From an optimization exercise on the open Yosys and OpenROAD flow, aimed at small area and a short achievable clock period; shortcuts taken in it are not production practice. At most, simulation tests tie the RTL to the original design; equivalence was not proved. For runs 5 and 6, only the layout was checked, not whether the RTL still works. Power and IR drop assume default switching activity.

==> flow/design.v <==
module FSM (clk, reset, mode, valid_in, last_in, enable_mode0, enable_mode1, valid_out, done);
input wire clk, reset;
input wire mode, valid_in, last_in;
output reg enable_mode0, enable_mode1, valid_out, done;
parameter MODE_0 = 1'b0;
parameter MODE_1 = 1'b1;
reg old_valid, last_input;
always @ (posedge clk or posedge reset) begin
	if (reset == 1'b1) begin
		enable_mode0 <= 1'b0;
		enable_mode1 <= 1'b0;
		valid_out <= 1'b0;
		last_input <= 1'b0;
		old_valid <= 1'b0;
		done <= 1'b0;
	end
	else begin
		case (mode)
		MODE_0: begin
			enable_mode0 <= 1'b1;
			enable_mode1 <= 1'b0;
			valid_out <= old_valid;
			last_input <= 1'b0;
			old_valid <= valid_in;
			done <= 0;
		end
		MODE_1: begin
			enable_mode0 <= 1'b0;
			enable_mode1 <= 1'b1;
			valid_out <= last_input;
			last_input <= last_in;
			old_valid <= valid_in;
			done <= last_in;
		end
		endcase
	end
end
endmodule
module Quadratic_Equation (clk, reset, enable,in_a, in_x, in_b, in_c, result);
input wire clk, reset, enable;
input wire [7:0]in_a;
input wire [7:0]in_x;
input wire [7:0]in_b;
input wire [7:0]in_c;
output reg [15:0]result;
reg [7:0]C;
reg [7:0]rX;
reg [15:0]R;
always @ ( posedge clk or posedge reset ) begin
    if (reset == 1) begin
        R <= 16'b0;
        C <= 8'b0;
        result <= 16'b0;
    end
    else begin
        if (enable == 1) begin
            rX <= in_x;
            C <= in_c;
            R <= (in_a * in_x) + in_b;
        end
        else begin
            rX <= 0;
            C <= 0;
            R <= 0;
        end
        result <= (R * rX) + C;
    end
end
endmodule  
module Product_Sum (clk, reset, enable, valid_in, done, in_ai, in_xi, result);
input wire clk, reset;
input wire done, enable, valid_in;
input wire [7:0]in_ai;
input wire [7:0]in_xi;
output reg [15:0]result;
reg [15:0]mult_reg;
reg [15:0]register;
wire [15:0]mult_result;
wire [15:0]result_w;
assign mult_result = in_ai*in_xi;
assign result_w = mult_reg + register;
always @ (posedge clk or posedge reset) begin
	if (reset == 1'b1) begin
		register <= 16'b0;
		mult_reg <= 16'b0;
	end
	else begin
		if (enable == 1) begin
			if (valid_in == 1) begin
				mult_reg <= mult_result;
			end
			else begin
				mult_reg <= 16'b0;
			end
			if (done == 0) begin
				register <= result_w;
			end
			else begin
				register <= 16'b0;
			end
			result <= result_w;
		end
		else begin
			register <= 16'b0;
		end
	end
end
endmodule
module QE_M (clk, reset, in_a, in_b, in_c, in_x, mode, valid_in, last_input, valid_out, result);
input wire clk, reset, mode;
input wire [7:0]in_a;
input wire [7:0]in_b;
input wire [7:0]in_c;
input wire [7:0]in_x;
input wire valid_in, last_input;
output wire valid_out;
output wire [15:0]result;
wire [15:0]result_0;
wire [15:0]result_1;
wire enable_mode0, enable_mode1, done;
assign result = (mode == 1'b0) ? result_0 : result_1;
Quadratic_Equation Quadratic_Equation (
	.clk		(clk),
	.reset 		(reset),
	.enable		(enable_mode0),
	.in_a 		(in_a),
	.in_x 		(in_x),
	.in_b 		(in_b),
	.in_c 		(in_c),
	.result		(result_0)
);
Product_Sum Product_Sum (
	.clk 		(clk),
	.reset 		(reset),
	.enable		(enable_mode1),
	.valid_in	(valid_in),
	.done		(done),
	.in_ai 		(in_a),
	.in_xi		(in_x),
	.result		(result_1)
);
FSM FSM (
	.clk			(clk),
	.reset 			(reset),
	.mode 			(mode),
	.valid_in 		(valid_in),
	.last_in		(last_input),
	.enable_mode0 	(enable_mode0),
	.enable_mode1 	(enable_mode1),
	.valid_out 		(valid_out),
	.done			(done)
);
endmodule
==> flow/run.sh <==
#!/bin/bash
# synth_recipe.tcl (not shown) runs the flow's synth.tcl, then flattens the netlist and writes it again
# the make line also repeats each setting of config.mk as NAME=value (left out here)
make -C /OpenROAD-flow-scripts/flow DESIGN_CONFIG=/design/flow/config.mk WORK_HOME=/design/flow/orfs CLKGATE_MAP_FILE= SYNTH_SCRIPT=/design/flow/synth_recipe.tcl finish
==> flow/config.mk <==
export PLATFORM = sky130hd
export DESIGN_NAME = QE_M
export DESIGN_NICKNAME = QE_M
export VERILOG_FILES = /design/flow/design.v
export SDC_FILE = /design/flow/constraint.sdc
export NUM_CORES = 4
export LEC_CHECK = 0
export CAP_MARGIN = 20
export CORE_MARGIN = 2
export CORE_UTILIZATION = 40
export SLEW_MARGIN = 20
==> flow/constraint.sdc <==
create_clock -name core_clock -period 6.5 [get_ports {clk}]
set_input_delay 1.3000 -clock core_clock [delete_from_list [all_inputs] [get_ports {clk}]]
set_output_delay 1.3000 -clock core_clock [all_outputs]
set_load 0.01 [all_outputs]
==> results by group, run 1 <==
Clock network
  • CTS resizes: 0
  • CTS Sinks: 101
  • Root buf cell: clkbuf_16
  • Clk pin slew, worst setup/hold paths: about 0.070 ns
  • TritonCTS Buffers: 9
  • TritonCTS clock tree: built
  • Clk buf depth: 2
  • # hold bufs at CTS: 0
  • CTS H-Tree Depth: 3
  • Clock Latency Late Sink: approximately 0.35 ns
  • Setup Fix Bufs, Post-CTS: 0

Synth
  • Cells after Synth: approximately 980
  • Register area share after synthesis: 27.3%
  • Most frequent cell after synthesis: inv_1
  • Post-synthesis xor/xnor area fraction: under 10%
  • Largest family of logic cells by synthesized area: adder cells
  • Complex-gate fraction of the synthesized area: between 7 and 8%
  • Netlist cell types: 56
  • Commonest cells in the synthesized netlist: inv_1, and2_1, fa_1
  • Synth Warn #: 3
  • Mapped Nets: approximately 1.2k
  • Mux cell area share after synthesis: around 2.2%
  • Synthesized area: 9720 um^2
  • Synth Register Bits: around 100
  • Area contributors post-synth: fa_1, dfrtp_1, ha_1
  • Number of flops mapped to enable cells by yosys: 24
  • Post-Synth Simple-Gate Area: about 17%
  • Asr flop ratio synth: between 70% and 80%
  • Post-synthesis adder-cell area fraction: 33.4%
  • Share of the synthesized area in the top cell type: between 20% and 30%
  • Synth Flop Type: dfrtp_1
  • Syn_area_per_cell: just under 10 um^2
  • Cell taking the most area after synthesis: fa_1

Placement
  • HPWL after DPL: around 17 mm
  • GPL Wtd Cong: between 0.8 and 0.9
  • Placed cell area: around 11000 um^2
  • Pre-CTS setup slack: 0.0626 ns
  • I/O Buffers: between 50 and 60

Global route
  • Initial antenna violation count: 0
  • Vias in the first global route: a little over 7k
  • Gr usage total: approximately 18%
  • First-pass GRT wire length: between 30 and 40 mm
  • GRT overflow: 0
  • Largest net degree at the start of global routing: 48

Route
  • Routed len/inst: 15.8 um
  • Number of DRC violations after detailed-routing iteration 0: 285
  • DR WL met3: 610 um
  • Top Layer Used: met4
  • Met1 WL: around 9.6 mm
  • Pre-antenna DRT Iters: 4
  • Vias per cell: about 4.9
  • # DRC: 0
  • Vias: roughly 6.8k
  • Metal2 WL: between 10 and 15 mm
  • Post-route ant nets: 0
  • Routed WL: ~22 mm

STA
  • Setup ws final: 0.463 ns
  • Slew @ Worst Pin: ~0.90 ns
  • Clock skew: 0.00653 ns
  • Fin crit share: 92.9%
  • Slew Limit Fails: 0
  • Final count of negative-setup-slack endpoints: 0
  • F_max: about 170 MHz
  • Fin. Hold Viols: 0
  • Final Critical Period: about 6 ns
  • Unrepaired setup endpoints after global routing: false
  • Fin Setup TNS: 0 ns
  • Rel. slew slack: between 30% and 40%

Hold path
  • Tightest Hold Check Type: flop to flop
  • Worst hold stages: 1
  • Hold endpoint: Quadratic_Equation.result[0]
  • HP Start: Quadratic_Equation.C[0]

Floorplan
  • # rows: 57
  • Number of I/O pins: 54
  • Die Y: about 160 um
  • Die X: around 160 um
  • Die Area: roughly 26000 um^2
  • Core area: 24100 um^2
  • Starting density of the core: approximately two fifths

Worst setup path
  • Worst r2r src: Quadratic_Equation.rX[0]
  • Crit path launch type: primary input
  • CP Class: primary input to flop
  • Internal reg-to-reg setup slack: 1.30 ns
  • CP Capture Type: flop
  • Reg2reg path depth: 13
  • CP max FO: 6
  • WP data required: about 6.7 ns
  • WP data arrival: approximately 6.3 ns
  • R2R Path End: Quadratic_Equation.result[13]

Job
  • Max Cap Viol: 0

Layout
  • Ant. Diodes: 0
  • Post-route design area: around 11000 um^2
  • Layout Nets: around 1.3k
  • Fraction of layout instances using a drive strength above 1: under 10%
  • Area Growth Syn to Fin: 13.4%

Power
  • Internal power: between 2000 and 2500 uW
  • P_sw: about 2000 uW
  • PD cells: a little over 400 nW/um^2
  • Register share of total power: between 20% and 30%
  • Comb pwr share: around two thirds
  • Peak VDD IR: 217 uV
  • Clock power frac: between 10% and 20%
  • Leak: 0.00521 uW
  • Switching share of power: a little under half

Outcome
  • Status: complete, no violations
## cells in the final DEF (no fill, tap or decap), types with 9 or more instances in the layout
cell	Yosys	routed
inv_1	168	167
and2_1	130	130
fa_1	105	105
ha_1	91	91
dfrtp_1	77	77
nand2_1	75	75
clkdlybuf4s50_1	0	53
xnor2_1	32	32
o21ai_0	31	31
nor2_1	30	30
edfxtp_1	24	24
xor2_1	20	20
a21oi_1	20	20
mux2_2	17	17
buf_4	0	17
nor3_1	15	15
a21o_1	11	11
o22ai_1	10	10
nand2b_1	10	10
nor2b_1	10	10
and3b_1	10	10
clkbuf_16	0	9
## final cells by class
| cell class | count | area, um^2 |
|---|---|---|
| Inverter | 168 | 632 |
| Clock buffer | 9 | 225 |
| Timing Repair Buffer | 70 | 658 |
| Sequential cell | 101 | 2650 |
| Multi-Input combinational cell | 691 | 6360 |
| Clock inverter | 7 | 95.1 |
| Tap cell | 324 | 405 |
| Fill cell | 2366 | 13100 |
## metal layers
layer  track usage [%]  vias up
met5                 0        -
li1                  -     3274
met4              4.87        0
met1              23.8     3353
met3              1.82       17
met2              31.5      108
## worst max-delay path, cell delays in order
cell	delay (ns)
clkdlybuf4s50_1	0.53
and2_1	0.24
fa_1	0.43
fa_1	0.49
inv_1	0.05
fa_1	0.48
fa_1	0.49
inv_1	0.04
ha_1	0.33
a21oi_1	0.17
xnor2_1	0.11
ha_1	0.32
o21ai_0	0.08
nand2b_1	0.11
inv_1	0.05
a211o_1	0.26
or4_4	0.44
nor4_1	0.25
nor3_1	0.08
## power groups by stage
| stage | Clock, uW | Combinational [uW] | Sequential [uW] |
|---|---|---|---|
| after floorplan | 0 | 2140 | 925 |
| after global placement | 0 | 2910 | 1000 |
| after detailed placement | 0 | 2940 | 1000 |
| after CTS | 586 | 2960 | 989 |
| after global routing | 608 | 3300 | 1000 |
| final | 571 | 2910 | 984 |
## worst max-delay path by stage
| stage | start | endpoint | depth (start not counted) |
|---|---|---|---|
| after CTS | in_x[3] | Quadratic_Equation.R[15] | 17 |
| after detailed placement | in_x[3] | Quadratic_Equation.R[15] | 19 |
| after floorplan | in_a[3] | Quadratic_Equation.R[15] | 18 |
| after global routing | in_x[3] | Quadratic_Equation.R[15] | 19 |
| final | in_a[3] | Quadratic_Equation.R[15] | 19 |
| after global placement | in_x[3] | Quadratic_Equation.R[15] | 19 |
## per-stage QoR
step	total power, uW	hold slack [ns]	instances	utilization, %
after detailed placement	3940	0.463	1354	44.4
after global routing	4910	0.493	1370	45.7
after CTS	4540	0.488	1370	45.7
after floorplan	3070	0.456	981	-
after global placement	3910	0.463	1354	44.4
final	4460	0.488	1370	45.7
## kinds of logic after synthesis
kind of cell             after synthesis
AND/OR/NAND/NOR                      307
flip-flops                           101
XOR/XNOR                              52
AO/OA/AOI/OAI                        117
buffers and inverters                189
adder cells (fa/ha/maj)              196
multiplexers                          19
==> inputs of run 2 (changes only) <==
==> flow/design.v (replaced) <==
module QE_M (clk, reset, in_a, in_b, in_c, in_x, mode, valid_in, last_input, valid_out, result);
input wire clk, reset, mode;
input wire [7:0] in_a;
input wire [7:0] in_b;
input wire [7:0] in_c;
input wire [7:0] in_x;
input wire valid_in, last_input;
output reg valid_out;
output wire [15:0] result;
reg [15:0] R;
reg [7:0]  X1;
reg [7:0]  C1;
reg [15:0] Y;
reg        q1;      
reg        fresh;   
wire       clr = valid_out | fresh;
wire [15:0] Z = mode ? (clr ? 16'd0 : Y) : {8'd0, C1};
always @(posedge clk) begin
	R  <= in_a * in_x + (mode ? 8'd0 : in_b);
	X1 <= mode ? {7'd0, valid_in} : in_x;
	C1 <= in_c;
	Y  <= R * X1 + Z;
end
always @(posedge clk or posedge reset) begin
	if (reset) begin
		q1 <= 1'b0;
		valid_out <= 1'b0;
		fresh <= 1'b1;
	end else begin
		q1 <= mode ? last_input : valid_in;
		valid_out <= q1;
		fresh <= fresh & ~valid_in;
	end
end
assign result = Y;
endmodule
--- a/flow/config.mk
+++ b/flow/config.mk
@@ -9,3 +9,4 @@
 export CORE_MARGIN = 2
 export CORE_UTILIZATION = 40
+export SETUP_SLACK_MARGIN = 1.5
 export SLEW_MARGIN = 20
==> run 2 against run 1 <==
Effect of this change: critical endpoint is now Y[15]; combinational power is about 20% higher; wire length down 34%; global-route usage decreased by 0.73 points; critical path type unchanged.
==> results by group, run 2 <==
Worst setup path
  • Slowest CP cell: fa_1
  • Critical Path Start: mode
  • Crit path launch type: primary input
  • CP Class: primary input to flop
  • Top cell by count, worst path: xnor2_1
  • WP data required: between 6 and 7 ns
  • Worst r2r src: fresh
  • CP Cell Sequence: buf_8 -> nor3b_4 -> buf_12 -> buf_8 -> buf_4 -> buf_4 -> and2_1 -> fa_1 -> inv_1 -> fa_1 -> fa_1 -> fa_1 -> xor2_1 -> xnor2_1 -> xnor2_1 -> xnor2_1 -> xnor2_1 -> xnor2_1
  • CP max FO: 8
  • Max incr delay on CP: 0.53 ns
  • WP data arrival: 5.31 ns
  • CP Capture Type: flop

Layout
  • Largest registers: R (16), Y (16)
  • Layout Nets: around 1.0k
  • Most frequent cells in the layout: inv_1, fa_1, and2_1, nand2_1, dfxtp_1
  • Fraction of layout instances using a drive strength above 1: 14.9%
  • Area Growth Syn to Fin: 20.9%
  • Ant. Diodes: 0
  • Commonest non-fill, non-tap cell in the layout: inv_1

Synth
  • Share of the synthesized area in the top cell type: 35.3%
  • Syn_area_per_cell: between 9 and 10 um^2
  • Synthesized area: approximately 6700 um^2
  • Synth Warn #: 1
  • Synth Register Bits: 51
  • Synth Flop Type: dfxtp_1
  • Area contributors post-synth: fa_1, dfxtp_1, ha_1
  • Mapped Nets: between 900 and 1k
  • Number of flops mapped to enable cells by yosys: 0
  • Commonest cells in the synthesized netlist: inv_1, fa_1, and2_1
  • Register area share after synthesis: 15.5%
  • Asr flop ratio synth: under 10%
  • Netlist cell types: 37
  • Most frequent cell after synthesis: inv_1
  • Cell taking the most area after synthesis: fa_1
  • Cells after Synth: 718

Placement
  • Pre-CTS setup slack: roughly 0.33 ns
  • GPL Wtd Cong: 0.826
  • I/O Buffers: 53
  • HPWL after DPL: between 10 and 15 mm

Route
  • Vias: roughly 4.7k
  • # DRC: 0
  • Pre-antenna DRT Iters: 4
  • Vias per cell: ~4.7
  • Number of DRC violations after detailed-routing iteration 0: 137
  • Routed len/inst: 14.1 um
  • Post-route ant nets: 0
  • Routed WL: approximately 14 mm

Clock network
  • CTS Sinks: 51
  • CTS H-Tree Depth: 2
  • TritonCTS clock tree: built
  • Clk buf depth: 2
  • Clock Latency Late Sink: roughly 0.30 ns
  • Clk pin slew, worst setup/hold paths: 0.07 ns
  • Root buf cell: clkbuf_16
  • TritonCTS Buffers: 5

STA
  • Fin. Hold Viols: 0
  • Fin Setup TNS: 0 ns
  • F_max: 195 MHz
  • Unrepaired setup endpoints after global routing: true
  • Rel. slew slack: 57.4%
  • Setup ws final: between 1 and 1.5 ns
  • Final count of negative-setup-slack endpoints: 0
  • Slew Limit Fails: 0
  • Fin crit share: ~80%
  • Clock skew: 0.00899 ns
  • Final Critical Period: ~5 ns
  • Slew @ Worst Pin: 0.639 ns

Global route
  • GRT overflow: 0
  • Initial antenna violation count: 0
  • Gr usage total: between 10% and 20%
  • First-pass GRT wire length: 25.0 mm
  • Vias in the first global route: between 5k and 6k
  • Largest net degree at the start of global routing: 26

Power
  • P_sw: approximately 2000 uW
  • Register share of total power: 13.7%
  • Comb pwr share: between 80% and 90%
  • Switching share of power: between 40% and 50%
  • PD cells: ~540 nW/um^2
  • Internal power: 2360 uW
  • Peak VDD IR: 400 uV
  • Total power: 4370 uW
  • Leak: around 0.0039 uW
  • Clock power frac: ~6.4%

Floorplan
  • Die Y: 133 um
  • # rows: between 40 and 50
  • Core area: 16500 um^2
  • Die X: 133 um
  • Die Area: 17800 um^2
  • Number of I/O pins: 54
  • Starting density of the core: between 40% and 50%

Hold path
  • Tightest Hold Check Type: flop to flop
  • HP Start: q1

Job
  • Max Cap Viol: 0

Outcome
  • Status: complete, no violations
[run 2: cell count changes after synthesis, sizes merged, moves of 11 or more]
| cell | change |
|---|---|
| fa | +13 |
| nor3 | -12 |
| dfrtp | -75 |
| nor2 | -22 |
| o21ai | -22 |
| ha | -30 |
| xor2 | -11 |
| dfxtp | +48 |
| edfxtp | -24 |
| and2 | -33 |
| mux2 | -15 |
[run 2: stage by stage]
step / cells / util [%] / cell area [um^2] / hold WS, ns
2_1_floorplan: 718 / - / 6800 / 0.331
3_3_place_gp: 982 / 46.0 / 7570 / 0.334
3_5_place_dp: 982 / 46.0 / 7570 / 0.337
4_1_cts: 1001 / 48.0 / 7900 / 0.355
5_1_grt: 1010 / 49.2 / 8100 / 0.366
6_report: 1010 / 49.2 / 8100 / 0.353
[run 2: worst paths after layout]
path                                   to  slack, ns  cells past startpoint
worst max-delay path                Y[15]       1.38                     18
worst min-delay path            valid_out       0.35                      0
worst max register to register      Y[15]       2.00                     17
worst min register to register  valid_out       0.35                      0
max in group asynchronous           fresh       5.14                      2
min in group asynchronous              q1       1.15                      2
[run 2: per-layer routing]
| metal | track usage, % | vias to the layer above | part of all wire (%) |
|---|---|---|---|
| li1 | - | 2260 | - |
| met5 | 0 | - | 0 |
| met2 | 31.4 | 61 | 52 |
| met4 | 3.37 | 0 | 1.1 |
| met3 | 1.41 | 12 | 1.8 |
| met1 | 22.5 | 2389 | 46 |
[run 2: final cells by class]
type                    instances  area, um^2
repair buffers                 75         681
fillers                      1568        8370
clock inverters                 3        27.5
well taps                     220         275
inverters                     169         634
flip-flops and latches         51        1040
multi-input cells             487        5320
clock buffers                   5         125
[run 2: repair_timing]
action,in CTS,in global routing
buffers inserted,11,9
hold buffers,0,0
endpoints found under the setup margin,17,10
gates resized for setup,76,77
pin swaps,32,60
[run 2: kinds of logic (layout without fill, tap and decap cells)]
group	count (synthesis)	in the layout	share of synthesized area, %
simple gates	218	218	17.5
buf+inv	180	252	10.1
fa+ha+maj	179	179	46.7
compound gates	53	53	5.36
flops	51	51	15.5
xor+xnor	35	35	4.58
mux	2	2	0.336
[run 2: worst max-delay path, delay by kind of cell]
family | cells | cell delay [ns]
adder cells (fa/ha/maj) | 4 | 1.90
XOR/XNOR | 6 | 1.08
buffers and inverters | 6 | 0.67
AND/OR/NAND/NOR | 2 | 0.34
[run 2: power by group through the flow]
stage	Sequential (uW)	Combinational [uW]	Clock [uW]
after CTS	596	3220	284
final	597	3500	278
after floorplan	559	2300	0
after global routing	616	3980	297
after detailed placement	601	2950	0
after global placement	603	2840	0
==> inputs of run 3 (changes only) <==
--- a/flow/config.mk
+++ b/flow/config.mk
@@ -6,7 +6,7 @@
 export NUM_CORES = 4
 export LEC_CHECK = 0
+export ABC_AREA = 1
 export CAP_MARGIN = 20
 export CORE_MARGIN = 2
 export CORE_UTILIZATION = 40
-export SETUP_SLACK_MARGIN = 1.5
 export SLEW_MARGIN = 20
==> run 3 against run 2 <==
Effect of this change: still clean on timing, DRC and antenna; non-clock buffer count down 21; sequential power is essentially flat; critical path depth increased by 2; flip-flop and latch count stayed put; global-route usage rose by 0.49 points.
==> results by group, run 3 <==
Outcome
  • Status: complete, no violations

Worst setup path
  • WP data arrival: ~5.8 ns
  • Critical Path Start: mode
  • CP Class: primary input to flop
  • CP max FO: 17
  • R2R Path End: Y[14]
  • Reg2reg path depth: 19
  • CP Capture Type: flop
  • WP data required: about 6.7 ns
  • Worst r2r src: valid_out
  • Crit path launch type: primary input
  • Internal reg-to-reg setup slack: roughly 1.9 ns

Placement
  • HPWL after DPL: around 12 mm
  • Placed cell area: about 8000 um^2
  • I/O Buffers: between 50 and 60
  • GPL Wtd Cong: between 0.8 and 0.9

Floorplan
  • Core area: 17400 um^2
  • Die X: 138 um
  • # rows: 48
  • Number of I/O pins: 54
  • Die Area: 18900 um^2
  • Die Y: 138 um
  • Starting density of the core: 41.1%

Synth
  • Synthesized area: just over 7000 um^2
  • Most frequent cell after synthesis: inv_1
  • Area contributors post-synth: fa_1, inv_1, dfxtp_1
  • Synth Flop Type: dfxtp_1
  • Syn_area_per_cell: around 7.6 um^2
  • Share of the synthesized area in the top cell type: roughly a third
  • Register area share after synthesis: ~15%
  • Netlist cell types: 36
  • Commonest cells in the synthesized netlist: inv_1, nand2_1, fa_1
  • Cells after Synth: 940
  • Number of flops mapped to enable cells by yosys: 0
  • Cell taking the most area after synthesis: fa_1
  • Synth Register Bits: between 50 and 60
  • Asr flop ratio synth: between 5 and 6%
  • Mapped Nets: 1156
  • Synth Warn #: 1

STA
  • Clock skew: 0.0109 ns
  • F_max: about 180 MHz
  • Slew Limit Fails: 0
  • Fin Setup TNS: 0 ns
  • Hold_ws: 0.380 ns
  • Rel. slew slack: between 50% and 60%
  • Unrepaired setup endpoints after global routing: false
  • Final count of negative-setup-slack endpoints: 0
  • Fin. Hold Viols: 0
  • Fin crit share: about 86%
  • Slew @ Worst Pin: between 0.6 and 0.7 ns
  • Final Critical Period: around 5.6 ns

Route
  • Vias per cell: between 4 and 5
  • Routed WL: between 10 and 15 mm
  • Post-route ant nets: 0
  • Routed len/inst: approximately 12 um
  • # DRC: 0
  • Pre-antenna DRT Iters: 4
  • Vias: 5371
  • Number of DRC violations after detailed-routing iteration 0: 174

Clock network
  • CTS resizes: 0
  • Clk pin slew, worst setup/hold paths: around 0.08 ns
  • TritonCTS Buffers: 5
  • # hold bufs at CTS: 0
  • Clock Latency Late Sink: roughly 0.31 ns
  • Root buf cell: clkbuf_16
  • CTS H-Tree Depth: 2
  • CTS Sinks: 51
  • Clk buf depth: 2
  • Setup Fix Bufs, Post-CTS: 0
  • TritonCTS clock tree: built

Layout
  • Largest registers: R (16), Y (16)
  • Post-route design area: between 7000 and 8000 um^2
  • Area Growth Syn to Fin: 11.4%
  • Most frequent cells in the layout: inv_1, nand2_1, fa_1, ha_1, clkdlybuf4s50_1
  • Fill count: 1781
  • Layout Nets: ~1.2k
  • Fraction of layout instances using a drive strength above 1: under 10%
  • Commonest non-fill, non-tap cell in the layout: inv_1
  • Ant. Diodes: 0

Power
  • PD cells: roughly 470 nW/um^2
  • Peak VDD IR: between 300 and 400 uV
  • Leak: 0.00478 uW

Global route
  • GRT overflow: 0
  • Vias in the first global route: 5682
  • Gr usage total: between 15 and 20%
  • Initial antenna violation count: 0
  • Largest net degree at the start of global routing: 19
  • First-pass GRT wire length: ~26 mm

Hold path
  • Worst hold stages: 0
  • HP Start: q1
  • Hold endpoint: valid_out
  • Tightest Hold Check Type: flop to flop

Job
  • Max Cap Viol: 0
==> run 3: cell types whose count changed in the layout (fill, tap and decap cells not counted), moves of 20 or more <==
cell	change
buf_4	-21
and2_1	-94
inv_1	+143
nand2_1	+162
clkdlybuf4s50_1	+20
==> run 3: layout make-up <==
class | instances | area, um^2 | share of cell area [%]
multi-input combinational | 546 | 4800 | 60.4
inverter | 304 | 1140 | 14.4
sequential | 51 | 1040 | 13.0
clock buffer | 5 | 125 | 1.57
timing repair buffer | 54 | 538 | 6.76
clock inverter | 3 | 25.0 | 0.315
tap | 225 | 282 | 3.54
==> run 3: worst max-delay path by stage <==
stage,to,cells past startpoint
after CTS,Y[14],20
final,Y[14],20
after detailed placement,Y[13],19
after global routing,Y[14],20
after floorplan,R[12],17
after global placement,Y[13],19
==> run 3: kinds of logic (layout without fill, tap and decap cells) <==
group	count (synthesis)	count (layout)	synth area share, %
XOR/XNOR	23	23	2.93
flip-flops	51	51	14.5
adder cells (fa/ha/maj)	179	179	43.8
buffers and inverters	343	366	18.2
AND/OR/NAND/NOR	299	299	16.7
AO/OA/AOI/OAI	45	45	3.91
==> run 3: per-stage QoR <==
stage,cells,total power [uW],utilization (%),worst slack (ns)
finish,1188,3730,45.8,0.904
global route,1188,4250,45.8,0.665
CTS,1188,3770,45.8,0.925
detailed placement,1180,3470,45.0,0.617
global placement,1180,3420,45.0,0.681
floorplan,940,2790,-,1.48
==> run 3: routing by layer <==
metal / GRT usage (%) / vias to the layer above / wire length (um)
met2: 31.4 / 80 / 7280
met1: 23.0 / 2589 / 6770
met4: 3.95 / 0 / 176
met3: 2.35 / 15 / 524
li1: - / 2687 / -
met5: 0 / - / 0
==> run 3: power by group <==
group          total, uW  switching [uW]  internal [uW]
logic               2850            1670           1180
registers            600             143            457
clock network        276             130            146
total               3730            1940           1790
==> run 3: critical path: stages <==
cell and delay [ns]:
clkdlybuf4s50_1 0.48, buf_4 0.21, inv_2 0.27, a22o_1 0.20, inv_1 0.05, fa_1 0.53, inv_1 0.06, fa_1 0.50
fa_1 0.54, inv_1 0.04, fa_1 0.47, inv_1 0.04, ha_1 0.37, nand2_1 0.08, nor2_1 0.10, nand2_1 0.07
o211ai_2 0.11, nand4_1 0.11, nand2_1 0.09, xor2_1 0.17
==> inputs of run 4 (changes only) <==
--- a/flow/config.mk
+++ b/flow/config.mk
@@ -6,5 +6,4 @@
 export NUM_CORES = 4
 export LEC_CHECK = 0
-export ABC_AREA = 1
 export CAP_MARGIN = 20
 export CORE_MARGIN = 2
==> run 4 against run 3 <==
Effect of this change: critical path depth down 3; area after synthesis down 6.2%; flip-flop and latch count is the same; cell area fell by 4.1%; register-to-register slack lost 0.25 ns; total power shrank 2.9%; sequential share of layout area is 0.55 points higher; utilization grew 0.51 points; maximum frequency down 4.7%; global-route usage decreased by 2.0 points; sequential power down 1%; highest routed layer unchanged.
==> results by group, run 4 <==
Worst setup path
  • CP Capture Type: flop
  • CP Class: primary input to flop
  • WP data arrival: 6.06 ns
  • WP data required: 6.68 ns
  • Crit path launch type: primary input
  • CP max FO: 9

Synth
  • Netlist cell types: 37
  • Cell taking the most area after synthesis: fa_1
  • Share of the synthesized area in the top cell type: between 30% and 40%
  • Area contributors post-synth: fa_1, dfxtp_1, ha_1
  • Asr flop ratio synth: under 10%
  • Mapped Nets: slightly above 900
  • Register area share after synthesis: 15.5%
  • Synthesized area: ~6700 um^2
  • Syn_area_per_cell: 9.33 um^2
  • Number of flops mapped to enable cells by yosys: 0
  • Commonest cells in the synthesized netlist: inv_1, fa_1, and2_1
  • Synth Flop Type: dfxtp_1
  • Cells after Synth: 718
  • Synth Warn #: 1
  • Synth Register Bits: 51
  • Most frequent cell after synthesis: inv_1

Global route
  • M2 GR Usage: roughly 28%
  • Gr busiest metal: met2
  • GR Util met3: around 1.6%
  • Largest net degree at the start of global routing: 26
  • Initial antenna violation count: 0
  • GRT overflow: 0
  • First-pass GRT wire length: roughly 23 mm
  • Vias in the first global route: about 5k
  • Gr usage total: ~16%
  • GR Layer Usage met1: roughly 21%

Route
  • Routed WL: around 13 mm
  • Vias: 4541
  • # DRC: 0
  • Number of DRC violations after detailed-routing iteration 0: 168
  • Routed len/inst: ~13 um
  • Pre-antenna DRT Iters: 4
  • Vias per cell: about 4.6
  • Post-route ant nets: 0

Placement
  • Pre-CTS setup slack: between 0.2 and 0.3 ns
  • I/O Buffers: 53
  • HPWL after DPL: 11.2 mm
  • Placed cell area: 7480 um^2
  • GPL Wtd Cong: roughly 0.82

Power
  • Switching share of power: 47.1%
  • PD cells: roughly 470 nW/um^2
  • Total power: 3620 uW
  • P_sw: ~1700 uW
  • Internal power: around 1900 uW
  • Register share of total power: between 15 and 20%
  • Clock power frac: about 7.6%
  • Comb pwr share: approximately 76%
  • Leak: between 0.003 and 0.004 uW
  • Peak VDD IR: 337 uV

Floorplan
  • # rows: between 40 and 50
  • Die Area: 17800 um^2
  • Core area: 16500 um^2
  • Starting density of the core: 40.7%
  • Die X: approximately 130 um
  • Die Y: ~130 um
  • Number of I/O pins: 54

Clock network
  • Clock Latency Late Sink: approximately 0.30 ns
  • TritonCTS Buffers: 5
  • CTS Sinks: slightly above 50
  • Clk buf depth: 2
  • Setup Fix Bufs, Post-CTS: 0
  • CTS resizes: 0
  • Clk pin slew, worst setup/hold paths: about 0.080 ns
  • Root buf cell: clkbuf_16
  • # hold bufs at CTS: 0
  • CTS H-Tree Depth: 2
  • TritonCTS clock tree: built

Layout
  • Commonest non-fill, non-tap cell in the layout: inv_1
  • Most frequent cells in the layout: inv_1, fa_1, and2_1, nand2_1, ha_1
  • Ant. Diodes: 0
  • FF/Latch Area: 1040 um^2
  • Post-route design area: around 7600 um^2
  • Area occupied by multi-input gates: between 4000 and 5000 um^2
  • Area Growth Syn to Fin: 13.9%
  • Layout Nets: between 900 and 1k
  • Fraction of layout instances using a drive strength above 1: 2.47%
  • Fill count: between 1.5k and 2k
  • Largest registers: R (16), Y (16)

STA
  • Slew @ Worst Pin: between 0.6 and 0.7 ns
  • Slew Limit Fails: 0
  • Unrepaired setup endpoints after global routing: false
  • Setup ws final: around 0.63 ns
  • Final count of negative-setup-slack endpoints: 0
  • Rel. slew slack: between 50% and 60%
  • Clock skew: approximately 0.008 ns
  • Final Critical Period: around 5.9 ns
  • Fin. Hold Viols: 0
  • F_max: roughly 170 MHz
  • Fin crit share: around 90%
  • Fin Setup TNS: 0 ns

Outcome
  • Status: complete, no violations

Job
  • Max Cap Viol: 0

Hold path
  • Tightest Hold Check Type: flop to flop
run 4: cell types whose count changed after synthesis, moves of 8 or more:
cell,before,now
inv_1,298,169
nor2b_1,0,14
nand3_1,19,0
nor2_1,27,8
clkbuf_1,33,11
nand2b_1,0,8
o21a_1,0,8
xnor2_1,10,26
nand2_1,239,79
and2_1,0,97
run 4: critical path, stage by stage:
cell and delay, ns:
clkdlybuf4s50_1 0.48, nor3b_4 0.40, buf_4 0.24, nand2_1 0.08
fa_1 0.53, inv_1 0.05, fa_1 0.48, fa_1 0.54
inv_1 0.05, fa_1 0.47, inv_1 0.04, ha_1 0.22
or3_1 0.37, a31oi_1 0.28, a21oi_1 0.15, a31o_1 0.24
xor2_1 0.13
run 4: cell families (layout without fill, tap and decap cells):
kind of cell             count (synthesis)  after routing  synth area share [%]
AND/OR/NAND/NOR                        218            218                  17.5
buffers and inverters                  180            232                  10.1
adder cells (fa/ha/maj)                179            179                  46.7
AO/OA/AOI/OAI                           53             53                  5.36
flip-flops                              51             51                  15.5
XOR/XNOR                                35             35                  4.58
multiplexers                             2              2                 0.336
run 4: per-stage QoR:
stage,cells,hold WS [ns],util (%)
after floorplan,718,0.331,-
after global placement,982,0.332,45.4
after detailed placement,982,0.346,45.4
after CTS,990,0.365,46.3
after global routing,990,0.382,46.3
final,990,0.358,46.3
run 4: final cells by class:
class / instances / area share (%)
tap: 220 / 3.61
multi-input combinational: 487 / 65.3
inverter: 169 / 8.31
clock inverter: 3 / 0.361
sequential: 51 / 13.6
clock buffer: 5 / 1.64
timing repair buffer: 55 / 7.15
run 4: routing by layer:
| layer | up-vias | share of wire, % |
|---|---|---|
| li1 | 2219 | - |
| met1 | 2260 | 47 |
| met2 | 55 | 50 |
| met3 | 7 | 2.5 |
| met4 | 0 | 0.65 |
| met5 | - | 0 |
run 4: path summary, 6_finish.rpt:
check	start	to	slack (ns)	cells past startpoint
worst max register to register	valid_out	Y[14]	1.68	16
worst min register to register	q1	valid_out	0.36	0
max in group asynchronous	reset	fresh	5.14	2
min in group asynchronous	reset	q1	1.15	2
worst max-delay path	mode	Y[14]	0.63	17
worst min-delay path	q1	valid_out	0.36	0
run 4: power by group through the flow:
stage	logic, uW	registers [uW]	clock network [uW]
6_report	2750	592	275
5_1_grt	3190	610	291
4_1_cts	2800	594	285
3_5_place_dp	2790	599	0
3_3_place_gp	2710	600	0
2_1_floorplan	2200	557	0
==> inputs of run 5 (changes only) <==
==> flow/design.v (replaced) <==
module QE_M (clk, reset, in_a, in_b, in_c, in_x, mode, valid_in, last_input, valid_out, result);
input wire clk, reset, mode;
input wire [7:0] in_a;
input wire [7:0] in_b;
input wire [7:0] in_c;
input wire [7:0] in_x;
input wire valid_in, last_input;
output reg valid_out;
output wire [15:0] result;
reg [7:0]  A0, B0, C0, X0;
reg        m0, v0, f0;
reg [15:0] R;
reg [7:0]  X1;
reg [7:0]  C1;
reg        m1, f1;
reg [15:0] Y;
reg        q0, q1;     
reg        lastd;      
wire [15:0] Z = m1 ? (f1 ? 16'd0 : Y) : {8'd0, C1};
always @(posedge clk) begin
	A0 <= in_a;
	B0 <= in_b;
	C0 <= in_c;
	X0 <= in_x;
	m0 <= mode;
	v0 <= valid_in;
	f0 <= lastd;
	R  <= A0 * X0 + (m0 ? 8'd0 : B0);
	X1 <= m0 ? {7'd0, v0} : X0;
	C1 <= C0;
	m1 <= m0;
	f1 <= f0;
	Y  <= R * X1 + Z;
end
always @(posedge clk or posedge reset) begin
	if (reset) begin
		q0 <= 1'b0;
		q1 <= 1'b0;
		valid_out <= 1'b0;
		lastd <= 1'b1;
	end else begin
		q0 <= mode ? last_input : valid_in;
		q1 <= q0;
		valid_out <= q1;
		lastd <= last_input;
	end
end
assign result = Y;
endmodule
--- a/flow/config.mk
+++ b/flow/config.mk
@@ -9,3 +9,4 @@
 export CORE_MARGIN = 2
 export CORE_UTILIZATION = 40
+export SETUP_SLACK_MARGIN = 1.5
 export SLEW_MARGIN = 20
==> run 5 against run 4 <==
Effect of this change: still clean; die area is 11% higher; combinational power barely moved; utilization hardly changed; sequential power rose by 44%; maximum frequency up 29%; final cell count is 7.3% higher; synthesized cell count up 7.1%; clock skew rose by 0.0047 ns; critical path depth shrank 3; worst hold slack worse by 0.030 ns; global-route usage is 0.17 points higher; critical path type is now flop to flop; critical endpoint is now R[15].
==> results by group, run 5 <==
STA
  • F_max: between 200 and 250 MHz
  • Final Critical Period: ~4.6 ns
  • Slew @ Worst Pin: between 0.6 and 0.7 ns
  • Fin Setup TNS: 0 ns
  • Rel. slew slack: between 50% and 60%
  • Fin crit share: a little over two thirds
  • Clock skew: approximately 0.013 ns
  • Unrepaired setup endpoints after global routing: false
  • Fin. Hold Viols: 0
  • Final count of negative-setup-slack endpoints: 0
  • Slew Limit Fails: 0

Global route
  • Initial antenna violation count: 0
  • GRT overflow: 0
  • Largest net degree at the start of global routing: 20
  • First-pass GRT wire length: approximately 25 mm
  • Vias in the first global route: ~5.3k
  • Gr usage total: between 15 and 20%

Placement
  • I/O Buffers: 53
  • GPL Wtd Cong: slightly below 0.8
  • Placed cell count: about 1.0k
  • Placed cell area: a little over 8000 um^2
  • HPWL after DPL: between 10 and 15 mm

Synth
  • Register area share after synthesis: between 20% and 30%
  • Commonest cells in the synthesized netlist: inv_1, fa_1, and2_1
  • Synth Warn #: 1
  • Synth Register Bits: 89
  • Number of flops mapped to enable cells by yosys: 0
  • Asr flop ratio synth: ~4.5%
  • Cell taking the most area after synthesis: fa_1
  • Synthesized area: between 7000 and 8000 um^2
  • Syn_area_per_cell: 9.73 um^2
  • Synth Flop Type: dfxtp_1
  • Mapped Nets: between 900 and 1k
  • Share of the synthesized area in the top cell type: approximately a third
  • Area contributors post-synth: fa_1, dfxtp_1, ha_1
  • Most frequent cell after synthesis: inv_1
  • Cells after Synth: ~770
  • Netlist cell types: 35

Power
  • Peak VDD IR: 250 uV
  • PD cells: around 480 nW/um^2
  • Leak: about 0.0042 uW

Layout
  • Post-route design area: 8590 um^2
  • Layout Nets: just over 1k
  • Area Growth Syn to Fin: 14.7%
  • Non-filler instance count after layout: about 1.1k
  • Commonest non-fill, non-tap cell in the layout: inv_1
  • Ant. Diodes: 0
  • Fraction of layout instances using a drive strength above 1: 3.02%
  • Largest registers: R (16), Y (16)
  • Most frequent cells in the layout: inv_1, fa_1, and2_1, nand2_1, dfxtp_1

Worst setup path
  • CP Capture Type: flop
  • CP Cell Sequence: nand2b_1 -> fa_1 -> inv_1 -> fa_1 -> inv_1 -> fa_1 -> fa_1 -> inv_1 -> ha_1 -> o21ai_0 -> a21boi_1 -> o21ai_1 -> a311o_1 -> xnor2_1
  • Crit path launch type: flop
  • CP max FO: 17
  • Top cell by count, worst path: fa_1
  • WP data required: 6.74 ns
  • Max incr delay on CP: ~0.55 ns
  • WP data arrival: approximately 4.8 ns
  • CP Class: flop to flop
  • Slowest CP cell: fa_1

Clock network
  • Setup Fix Bufs, Post-CTS: 0
  • Root buf cell: clkbuf_16
  • # hold bufs at CTS: 0
  • Clk buf depth: 2
  • CTS resizes: 1
  • CTS H-Tree Depth: 3
  • Clk pin slew, worst setup/hold paths: roughly 0.070 ns
  • TritonCTS Buffers: 9
  • CTS Sinks: 89
  • TritonCTS clock tree: built
  • Clock Latency Late Sink: 0.36 ns

Route
  • # DRC: 0
  • Vias: between 4k and 5k
  • Routed len/inst: 13.2 um
  • Vias per cell: 4.50
  • Pre-antenna DRT Iters: 5
  • Routed WL: 14.0 mm
  • Number of DRC violations after detailed-routing iteration 0: approximately 160
  • Post-route ant nets: 0

Hold path
  • Tightest Hold Check Type: flop to flop

Floorplan
  • Die Area: between 15000 and 20000 um^2
  • Starting density of the core: 40.4%
  • Die Y: between 100 and 150 um
  • Number of I/O pins: 54
  • # rows: 50
  • Die X: 141 um
  • Core area: between 15000 and 20000 um^2

Outcome
  • Status: complete, no violations

Job
  • Max Cap Viol: 0
==> run 5: metrics by stage <==
step | hold slack [ns] | total power [uW] | utilization (%) | setup WS [ns]
after floorplan | 0.310 | 2990 | - | 1.91
after global placement | 0.310 | 3580 | 44.7 | 1.64
after detailed placement | 0.312 | 3640 | 44.7 | 1.48
after CTS | 0.331 | 4190 | 46.3 | 1.65
after global routing | 0.337 | 4690 | 46.4 | 1.58
final | 0.329 | 4150 | 46.4 | 1.95
==> run 5: worst max-delay path: cells and delay by family, from the launching register on <==
family,cells,cell delay [ns]
xor gates and xnor gates,1,0.12
and+or+nand+nor,1,0.27
buffers and inverters,3,0.15
DFF,1,0.52
AOI/OAI and AO/OA,4,0.96
adders and majority gates,5,2.41
==> run 5: layout make-up <==
class	count	area [um^2]
Fill cell	1786	9930
Multi-Input combinational cell	499	5010
Sequential cell	89	1810
Inverter	171	642
Timing Repair Buffer	53	531
Tap cell	234	293
Clock buffer	9	225
Clock inverter	7	78.8
==> run 5: layer usage <==
layer / track usage (%) / part of all wire (%) / vias to the layer above
met5: 0 / 0 / -
met4: 3.84 / 1.2 / 0
met3: 2.85 / 2.5 / 13
met2: 26.5 / 47 / 67
met1: 21.5 / 50 / 2308
li1: - / - / 2394
==> run 5: power by group <==
group | internal [uW] | leakage (uW) | total, uW | switching (uW)
Sequential | 705 | 0.000762 | 854 | 149
Combinational | 1320 | 0.00327 | 2770 | 1450
Clock | 273 | 0.000148 | 526 | 252
==> run 5: final timing paths <==
check	start	endpoint	slack (ns)	cells past startpoint
max	m0	R[15]	1.95	14
min	C0[0]	C1[0]	0.33	0
max reg2reg	m0	R[15]	1.95	14
min reg2reg	C0[0]	C1[0]	0.33	0
max in group asynchronous	reset	lastd	5.16	2
min in group asynchronous	reset	valid_out	1.11	2
==> run 5: cell families after synthesis <==
| kind of cell | share of synthesized area (%) |
|---|---|
| AND/OR/NAND/NOR | 15.8 |
| buffers and inverters | 9.08 |
| adder cells (fa/ha/maj) | 41.8 |
| XOR/XNOR | 4.10 |
| multiplexers | 0.435 |
| AO/OA/AOI/OAI | 4.73 |
| flip-flops | 24.1 |
==> inputs of run 6 (changes only) <==
--- a/flow/config.mk
+++ b/flow/config.mk
@@ -9,4 +9,3 @@
 export CORE_MARGIN = 2
 export CORE_UTILIZATION = 40
-export SETUP_SLACK_MARGIN = 1.5
 export SLEW_MARGIN = 20
==> run 6 against run 5 <==
Effect of this change: critical endpoint is now Y[15]; register-to-register slack worse by 0.47 ns; clock-buffer cell count stayed put; worst hold slack barely moved; total power fell by 0.39%; wire length about the same; flip-flop and latch count unchanged; clock skew shrank 0.00073 ns; highest routed layer unchanged; critical path type unchanged; largest power group unchanged; final cell count did not move; setup slack worse by 0.47 ns; still clean on timing, DRC and antenna; combinational power is essentially flat; via count barely moved; area after synthesis unchanged.
==> results by group, run 6 <==
Worst setup path
  • CP Class: flop to flop
  • Internal reg-to-reg setup slack: ~1.5 ns
  • Worst r2r src: m1
  • Reg2reg path depth: 16
  • CP Capture Type: flop
  • WP data arrival: ~5.3 ns
  • WP data required: about 6.7 ns
  • Crit path launch type: flop
  • R2R Path End: Y[15]
  • CP max FO: 15

Layout
  • Area Growth Syn to Fin: 14.6%
  • Layout Nets: 1039
  • Fraction of layout instances using a drive strength above 1: about 2.5%
  • Commonest non-fill, non-tap cell in the layout: inv_1
  • Fill count: between 1.5k and 2k
  • Most frequent cells in the layout: inv_1, fa_1, and2_1, nand2_1, dfxtp_1
  • Post-route design area: 8580 um^2
  • Largest registers: R (16), Y (16)
  • Ant. Diodes: 0
  • Non-filler instance count after layout: approximately 1.1k

Clock network
  • Clk buf depth: 2
  • # hold bufs at CTS: 0
  • CTS resizes: 0
  • CTS H-Tree Depth: 3
  • CTS Sinks: a little under 90
  • Clock Latency Late Sink: about 0.36 ns
  • TritonCTS Buffers: 9
  • Setup Fix Bufs, Post-CTS: 0
  • Root buf cell: clkbuf_16
  • TritonCTS clock tree: built
  • Clk pin slew, worst setup/hold paths: roughly 0.070 ns

Synth
  • Most frequent cell after synthesis: inv_1
  • Synthesized area: about 7500 um^2
  • Synth Warn #: 1
  • Synth Register Bits: slightly below 90
  • Cell taking the most area after synthesis: fa_1
  • Number of flops mapped to enable cells by yosys: 0
  • Synth Flop Type: dfxtp_1
  • Syn_area_per_cell: between 9 and 10 um^2
  • Asr flop ratio synth: 4.49%
  • Share of the synthesized area in the top cell type: between 30% and 40%
  • Cells after Synth: a little under 800
  • Mapped Nets: between 900 and 1k
  • Area contributors post-synth: fa_1, dfxtp_1, ha_1
  • Register area share after synthesis: 24.1%
  • Commonest cells in the synthesized netlist: inv_1, fa_1, and2_1
  • Netlist cell types: 35

Placement
  • Placed cell count: about 1.0k
  • HPWL after DPL: about 11 mm
  • GPL Wtd Cong: 0.783
  • Placed cell area: 8270 um^2
  • I/O Buffers: 53

Floorplan
  • Number of I/O pins: 54
  • Starting density of the core: about 40%
  • # rows: 50
  • Die X: about 140 um
  • Die Area: ~20000 um^2
  • Die Y: between 100 and 150 um
  • Core area: between 15000 and 20000 um^2

Global route
  • First-pass GRT wire length: about 25 mm
  • Vias in the first global route: between 5k and 6k
  • Gr usage total: 15.9%
  • Initial antenna violation count: 0
  • GRT overflow: 0
  • Largest net degree at the start of global routing: 20

Route
  • Vias: between 4k and 5k
  • Pre-antenna DRT Iters: 4
  • Vias per cell: between 4 and 5
  • # DRC: 0
  • Routed WL: ~14 mm
  • Post-route ant nets: 0
  • Number of DRC violations after detailed-routing iteration 0: between 100 and 150
  • Routed len/inst: around 13 um

Outcome
  • Status: complete, no violations

STA
  • Fin crit share: a little under 80%
  • Fin. Hold Viols: 0
  • Final Critical Period: 5.02 ns
  • F_max: roughly 200 MHz
  • Final count of negative-setup-slack endpoints: 0
  • Clock skew: between 0.01 and 0.015 ns
  • Slew Limit Fails: 0
  • Slew @ Worst Pin: around 0.64 ns
  • Fin Setup TNS: 0 ns
  • Rel. slew slack: around 57%
  • Unrepaired setup endpoints after global routing: false

Power
  • Total power: ~4100 uW
  • PD cells: about 480 nW/um^2
  • Leak: between 0.004 and 0.005 uW
  • Peak VDD IR: around 250 uV

Hold path
  • Worst hold stages: 0
  • HP Start: C0[4]
  • Hold endpoint: C1[4]
  • Tightest Hold Check Type: flop to flop

Job
  • Max Cap Viol: 0
-- run 6: cell counts after synthesis --
No cell type changed its count.
-- run 6: power breakdown --
| group | switching (uW) | internal [uW] |
|---|---|---|
| Combinational | 1440 | 1320 |
| Clock | 252 | 273 |
| Sequential | 148 | 705 |
-- run 6: through the flow --
stage	utilization, %	setup WS, ns	hold slack, ns
after floorplan	-	1.91	0.310
after global placement	44.7	1.64	0.310
after detailed placement	44.7	1.48	0.312
after CTS	46.3	1.47	0.331
after global routing	46.3	1.07	0.337
final	46.3	1.48	0.329
-- run 6: kinds of logic after synthesis --
family | count (synthesis) | synth area share [%]
mux | 3 | 0.435
xor+xnor | 35 | 4.10
flops | 89 | 24.1
buf+inv | 181 | 9.08
simple gates | 229 | 15.8
compound gates | 53 | 4.73
fa+ha+maj | 179 | 41.8
-- run 6: critical path, stage by stage, from the launching register on --
cell and delay, ns:
dfxtp_1 0.49, and2b_1 0.52, a21oi_1 0.20, fa_1 0.56, inv_1 0.05, fa_1 0.49
inv_1 0.05, fa_1 0.49, fa_1 0.49, inv_1 0.04, ha_1 0.32, o21ai_0 0.16
nor2_1 0.08, o21a_1 0.20, o31ai_1 0.41, o21ai_0 0.20, xnor2_1 0.15
-- run 6: worst max-delay path by stage --
stage	start	cells past startpoint	end
floorplan	m1	17	Y[15]
global placement	m1	17	Y[15]
detailed placement	m1	16	Y[15]
CTS	m1	16	Y[15]
global route	m1	16	Y[15]
finish	m1	16	Y[15]
-- run 6: metal layers --
metal  GRT usage [%]  vias up  part of all wire [%]
li1                -     2394                     -
met4            3.84        0                   1.2
met1            21.5     2306                    50
met2            26.5       67                    47
met3            2.85       13                   2.5
met5               0        -                     0
-- run 6: area by class of cell --
cell class / instances / area (um^2) / area share [%]
sequential: 89 / 1800 / 21.0
multi-input combinational: 499 / 5000 / 58.3
timing repair buffer: 53 / 531 / 6.19
clock inverter: 7 / 78.8 / 0.919
clock buffer: 9 / 225 / 2.63
tap: 234 / 293 / 3.41
inverter: 171 / 642 / 7.48

-- afterwards: timing with drivers on the ports --
The flow's constraints put no driver on any port. The routed layouts listed below were extracted and timed again, unchanged, in two steps.
Step 1: set_driving_cell puts a clkbuf_16 on clk and a buf_2 on each other input, an assumption about the parent block.
Step 2 moves the port delays by t, midway between the first and last clock arrival at a register: inputs arrive t later, outputs are due t later. That takes back most of the time a late clock gives input paths.
Three values: no drivers, after step 1, after step 2; two values: the first two.
| run | shift t [ns] | setup WS [ns] | hold WS [ns] | worst setup path at the end |
|---|---|---|---|---|
| run 1 | 0.396 | 0.463 / 0.481 / 0.085 | 0.488 / 0.488 / 0.488 | input to register |
| run 2 | 0.341 | 1.376 / 1.378 / 1.037 | 0.353 / 0.353 / 0.353 | input to register |
| run 3 | 0.341 | 0.904 / 0.921 / 0.580 | 0.380 / 0.380 / 0.380 | input to register |
| run 4 | 0.331 | 0.627 / 0.632 / 0.301 | 0.358 / 0.358 / 0.358 | input to register |
| run 5 | 0.394 | 1.946 / 1.946 / 1.946 | 0.329 / 0.329 / 0.329 | register to register |
| run 6 | 0.393 | 1.477 / 1.477 / 1.477 | 0.329 / 0.329 / 0.329 | register to register |
After both steps setup and hold are still met in every run listed. The setup slack of run 1, which loses most, moves by +0.018 ns with the drivers and by -0.378 ns with both steps.
